This design comes from an exercise in tuning for small area on the open sky130 flow, not from production work.
Where RTL was checked, it was by simulation tests only, not by an equivalence proof against the original.
Power is estimated from default activity; no workload was simulated.

==> inputs of v10 <==
==> flow/design.v <==
module i2s_rx
#(
	parameter G_BITS = 16
)(
	input wire in_mclk,
	input wire in_reset,
	input wire in_sclk,
	input wire in_fclk,
	input wire in_din,
	output logic [G_BITS-1 : 0] out_frame_left,
	output logic [G_BITS-1 : 0] out_frame_right,
	output logic out_frame_strobe
);
	logic [G_BITS-1 : 0] frame_left;
	logic [G_BITS-1 : 0] frame_right;
	logic sclk;
	logic fclk;
	logic din;
	logic sclk_q;
	logic fclk_internal;
	logic fclk_internal_q;
	enum logic [1:0] {IDLE, LEFT, RIGHT} state;
	int index;
	always_ff @ (posedge in_mclk) begin
		sclk <= in_sclk;
		fclk <= in_fclk;
		din <= in_din;
		out_frame_strobe <= 0;   
		sclk_q <= sclk;
		if (sclk_q == 0 && sclk == 1) begin
			fclk_internal <= fclk;
		end
		fclk_internal_q <= fclk_internal;
		if (state == IDLE) begin
			if (fclk_internal_q == 1 && fclk_internal == 0) begin
				index <= G_BITS;
				state <= LEFT;
			end
		end else if (state == LEFT) begin
			if (sclk_q == 0 && sclk == 1) begin
				if (index > 0) begin
					index <= index-1;
					frame_left[index-1] <= din;
				end
			end
			if (fclk_internal_q == 0 && fclk_internal == 1) begin
				index <= G_BITS;
				state <= RIGHT;
			end
		end else if (state == RIGHT) begin
			if (sclk_q == 0 && sclk == 1) begin
				if (index > 0) begin
					index <= index-1;
					frame_right[index-1] <= din;
				end
			end
			if (fclk_internal_q == 1 && fclk_internal == 0) begin
				index <= G_BITS;
				state <= LEFT;
				out_frame_left <= frame_left;
				out_frame_right <= frame_right;
				out_frame_strobe <= 1;
				frame_left <= 0;
				frame_right <= 0;
			end
		end
		if (in_reset) begin
			state <= IDLE;
			out_frame_left <= 0;
			out_frame_right <= 0;
			frame_left <= 0;
			frame_right <= 0;
			out_frame_strobe <= 0;
			sclk <= 0;
			fclk <= 0;
			sclk_q <= 0;
			fclk_internal <= 0;
			fclk_internal_q <= 0;
		end
	end
endmodule
module tdm_tx
#(
	parameter G_BITS = 16
)(
	input wire in_mclk,
	input wire in_reset,
	input wire [G_BITS-1 : 0] in_frame_1,
	input wire [G_BITS-1 : 0] in_frame_2,
	input wire in_frame_strobe,
	output logic out_sclk,
	output logic out_fclk,
	output logic out_dout
);
	logic [2*G_BITS-1 : 0] frame;
	logic sclk;
	logic sclk_q;
	logic frame_strobe_internal;
	logic [G_BITS-1 : 0] frame_1;
	logic [G_BITS-1 : 0] frame_2;
	always_ff @(posedge in_mclk) begin
		sclk <= ~sclk;
		out_sclk <= sclk;
		sclk_q <= sclk;
		if (in_frame_strobe == 1) begin
			frame_strobe_internal <= 1;
			frame_1 <= in_frame_1;
			frame_2 <= in_frame_2;
		end
		if (sclk_q == 1 && sclk == 0) begin
			if (frame_strobe_internal == 1) begin
				frame_strobe_internal <= 0;
				out_fclk <= 1;
				out_dout <= 0;
				frame <= {frame_1, frame_2};
			end else begin
				out_fclk <= 0;
				out_dout <= frame[2*G_BITS-1];
				frame <= frame << 1;
			end
		end
		if (in_reset) begin
			frame <= 0;
			sclk <= 0;
			sclk_q <= 0;
			out_fclk <= 0;
			out_sclk <= 0;
			out_dout <= 0;
			frame_strobe_internal <= 0;
		end
	end
endmodule
module i2s_to_tdm
#(
	parameter G_BITS = 16
)(
	input wire in_mclk,
	input wire in_reset,
	input wire in_sclk,
	input wire in_fclk,
	input wire in_din,
	output wire out_sclk,
	output wire out_fclk,
	output wire out_dout
);
	logic [G_BITS-1 : 0] frame_left;
	logic [G_BITS-1 : 0] frame_right;
	logic frame_strobe;
	i2s_rx
	#(
		.G_BITS(G_BITS)
	)
	i2s (
		.in_mclk(in_mclk),
		.in_reset(in_reset),
		.in_sclk(in_sclk),
		.in_fclk(in_fclk),
		.in_din(in_din),
		.out_frame_left(frame_left),
		.out_frame_right(frame_right),
		.out_frame_strobe(frame_strobe)
	);
	tdm_tx
	#(
		.G_BITS(G_BITS)
	)
	tdm (
		.in_mclk(in_mclk),
		.in_reset(in_reset),
		.in_frame_1(frame_left),
		.in_frame_2(frame_right),
		.in_frame_strobe(frame_strobe),
		.out_sclk(out_sclk),
		.out_fclk(out_fclk),
		.out_dout(out_dout)
	);
endmodule
==> flow/run.sh <==
#!/bin/bash
# synth_recipe.tcl (not shown) runs the flow's synth.tcl, then flattens the netlist and writes it again
# the make line also repeats each setting of config.mk as NAME=value (left out here)
make -C /OpenROAD-flow-scripts/flow DESIGN_CONFIG=/design/flow/config.mk WORK_HOME=/design/flow/orfs CLKGATE_MAP_FILE= SYNTH_SCRIPT=/design/flow/synth_recipe.tcl finish
==> flow/config.mk <==
export PLATFORM = sky130hd
export DESIGN_NAME = i2s_to_tdm
export DESIGN_NICKNAME = i2s_to_tdm
export VERILOG_FILES = /design/flow/design.v
export SDC_FILE = /design/flow/constraint.sdc
export NUM_CORES = 4
export LEC_CHECK = 0
export CAP_MARGIN = 20
export CORE_MARGIN = 2
export CORE_UTILIZATION = 40
export SLEW_MARGIN = 20
==> flow/constraint.sdc <==
create_clock -name core_clock -period 81.38 [get_ports {in_mclk}]
set_input_delay 16.2760 -clock core_clock [delete_from_list [all_inputs] [get_ports {in_mclk}]]
set_output_delay 16.2760 -clock core_clock [all_outputs]
set_load 0.01 [all_outputs]
==> v36: changes against v10 <==
==> flow/design.v, changed modules only <==
module i2s_rx
#(
	parameter G_BITS = 16
)(
	input wire in_mclk,
	input wire in_reset,
	input wire in_sclk,
	input wire in_fclk,
	input wire in_din,
	output wire [2*G_BITS-1 : 0] out_data,
	output wire out_load,
	output reg  out_strobe
);
	reg sclk, sclk_q, fclk, din;
	reg fclk_int, fclk_int_q;
	reg active;
	reg [4:0] cnt;
	reg [2*G_BITS-1 : 0] data;    
	wire rise  = ~sclk_q & sclk;
	wire fedge = fclk_int ^ fclk_int_q;
	wire ffall = fclk_int_q & ~fclk_int;
	wire load  = active & ffall;
	wire wr    = rise & active & ~cnt[4];
	wire clr   = out_strobe | ~active | in_reset;
	wire hand  = out_strobe | ~active;
	assign out_load = hand;
	assign out_data = data;
	wire [2*G_BITS-1 : 0] sel = {{(2*G_BITS-1){1'b0}}, wr} << {~fclk_int_q, ~cnt[3:0]};
	wire [2*G_BITS-1 : 0] we = sel | {(2*G_BITS){clr}};
	wire wd = din & wr;
	integer k;
	always @(posedge in_mclk) begin
		sclk <= in_sclk & ~in_reset;
		sclk_q <= sclk;
		fclk <= in_fclk;
		din <= in_din;
		if (in_reset) begin
			fclk_int <= 1'b0;
			fclk_int_q <= 1'b0;
		end else begin
			if (rise)
				fclk_int <= fclk;
			fclk_int_q <= fclk_int;
		end
		active <= ~in_reset & (active | ffall);
		out_strobe <= ~in_reset & load;
		if (fedge)
			cnt <= 5'd0;
		else if (wr)
			cnt <= cnt + 5'd1;
		for (k = 0; k < 2*G_BITS; k = k + 1)
			if (we[k])
				data[k] <= (k == 2*G_BITS-1) ? wd : wd & ~clr;
	end
endmodule
module tdm_tx
#(
	parameter G_BITS = 16
)(
	input wire in_mclk,
	input wire in_reset,
	input wire [2*G_BITS-1 : 0] in_data,
	input wire in_load,
	input wire in_strobe,
	output reg out_sclk,
	output reg out_fclk,
	output reg out_dout
);
	reg [2*G_BITS-1 : 0] frame;
	reg sclk;
	reg pending;    
	wire fall = out_sclk;
	always @(posedge in_mclk) begin
		sclk <= ~in_reset & ~sclk;
		out_sclk <= ~in_reset & sclk;
		if (in_load)
			frame <= in_data;
		else if (fall & ~pending)
			frame <= {frame[2*G_BITS-2 : 0], 1'b0};
		pending <= ~in_reset & (in_strobe | (pending & ~fall));
		if (in_reset) begin
			out_fclk <= 1'b0;
			out_dout <= 1'b0;
		end else if (fall) begin
			out_fclk <= pending;
			out_dout <= ~pending & frame[2*G_BITS-1];
		end
	end
endmodule
module i2s_to_tdm
#(
	parameter G_BITS = 16
)(
	input wire in_mclk,
	input wire in_reset,
	input wire in_sclk,
	input wire in_fclk,
	input wire in_din,
	output wire out_sclk,
	output wire out_fclk,
	output wire out_dout
);
	wire [2*G_BITS-1 : 0] data;
	wire load;
	wire strobe;
	i2s_rx
	#(
		.G_BITS(G_BITS)
	)
	i2s (
		.in_mclk(in_mclk),
		.in_reset(in_reset),
		.in_sclk(in_sclk),
		.in_fclk(in_fclk),
		.in_din(in_din),
		.out_data(data),
		.out_load(load),
		.out_strobe(strobe)
	);
	tdm_tx
	#(
		.G_BITS(G_BITS)
	)
	tdm (
		.in_mclk(in_mclk),
		.in_reset(in_reset),
		.in_data(data),
		.in_load(load),
		.in_strobe(strobe),
		.out_sclk(out_sclk),
		.out_fclk(out_fclk),
		.out_dout(out_dout)
	);
endmodule
==> flow/flow/run.sh (new file) <==
#!/bin/bash
# Own flow: the standard layout (unchanged synthesis, floorplan, power grid
# and tap cells), with these changes:
#  - clock tree synthesis without dummy loads,
#  - port buffers of the smallest buffer,
#  - the buffers ABC put in during synthesis removed before placement.
# Every tool's output goes to the ORFS logs under orfs/logs; make's own
# output goes to standard.log here.
set -euo pipefail
export CTS_ARGS="-sink_clustering_enable -repair_clock_nets -dont_use_dummy_load"
export BUFFER_PORTS_ARGS="-buffer_cell sky130_fd_sc_hd__buf_1"
export REMOVE_ABC_BUFFERS=1
bash standard.sh "CTS_ARGS=$CTS_ARGS" "BUFFER_PORTS_ARGS=$BUFFER_PORTS_ARGS" \
	"REMOVE_ABC_BUFFERS=$REMOVE_ABC_BUFFERS" finish > standard.log 2>&1
==> flow/standard.sh (new file) <==
#!/bin/bash
# synth_recipe.tcl (not shown) runs the flow's synth.tcl, then flattens the netlist and writes it again
# the make line also repeats each setting of config.mk as NAME=value (left out here)
make -C /OpenROAD-flow-scripts/flow DESIGN_CONFIG=/design/flow/config.mk WORK_HOME=/design/flow/orfs CLKGATE_MAP_FILE= SYNTH_SCRIPT=/design/flow/synth_recipe.tcl "${@:-finish}"
removed: flow/run.sh
==> notes <==
Power: v36 is smaller than v10 (62%). Against v10, the global-route usage of v36 is lower by 6.9 points. In via count, v10 is at 4.8 times the value of v36. Fmax: v10 is lower than v36 (about 0.56%). The wire length of v10 is 5.0 times that of v36. Of v10 and v36, v10 has the higher sequential power (gap 98%, measured against v36).
==> figures <==
|  | v10 | v36 |
|---|---|---|
| Data buffer area share | 1.97% | 1.19% |
| Critical path peak fanout | 18 | 33 |
| Number of sinks handled by clock tree synthesis | 174 | 82 |
| Portion of the post-synthesis area used by sequential elements | 43.2% | 70.1% |
| Clock Pin Slew Worst Setup and Hold Paths | 70 ps | 60 ps |
| Inverter count of the layout excluding clock inverters | 12 | 2 |
| Total Wirelength | 23,100 um | 4650 um |
| Number of standard cells after synthesis | 1,104 | 215 |
| Wire per inst | 16.6 um | 14.3 um |
| Share of the synthesized netlist area taken by xor and xnor gates | 5.14% | 0.269% |
| Lkg Pwr | 0.00317 uW | 0.00135 uW |
| Startpoint of the worst-slack reg-to-reg timing path | i2s.index[0] | i2s.active |
| Overall Global Routing Usage | 19.2% | 12.3% |
| Status | complete, no violations | complete, no violations |
For v36, only the layout was checked, not whether the RTL still works.

==> re-timing with driven ports <==
Ports are ideal in the flow. The routed layouts listed here were re-timed in OpenROAD. Step 1 sets driving cells, clkbuf_16 on the clock port and buf_2 on the other inputs (assumed; they add their load-dependent delay and slew). Step 2 times the ports against the registers' clock, not the clock port: input delays grow and output delays shrink by t, the midpoint of the rising clock arrivals with the driver on. a / b / c = ideal ports / drivers / drivers and shift; a / b = the first two.
run	t, ns	setup slack, ns	worst register clock-pin slew, ns	cell pins on the clock port's net
v10	0.478	63.544 / 63.565 / 63.087	0.08 / 0.08	1
v36	0.363	63.644 / 63.651 / 63.288	0.08 / 0.08	1
After both steps setup and hold are still met in every run listed. For v10, which loses most, drivers alone change the setup slack by +0.021 ns; drivers and shift together by -0.457 ns.
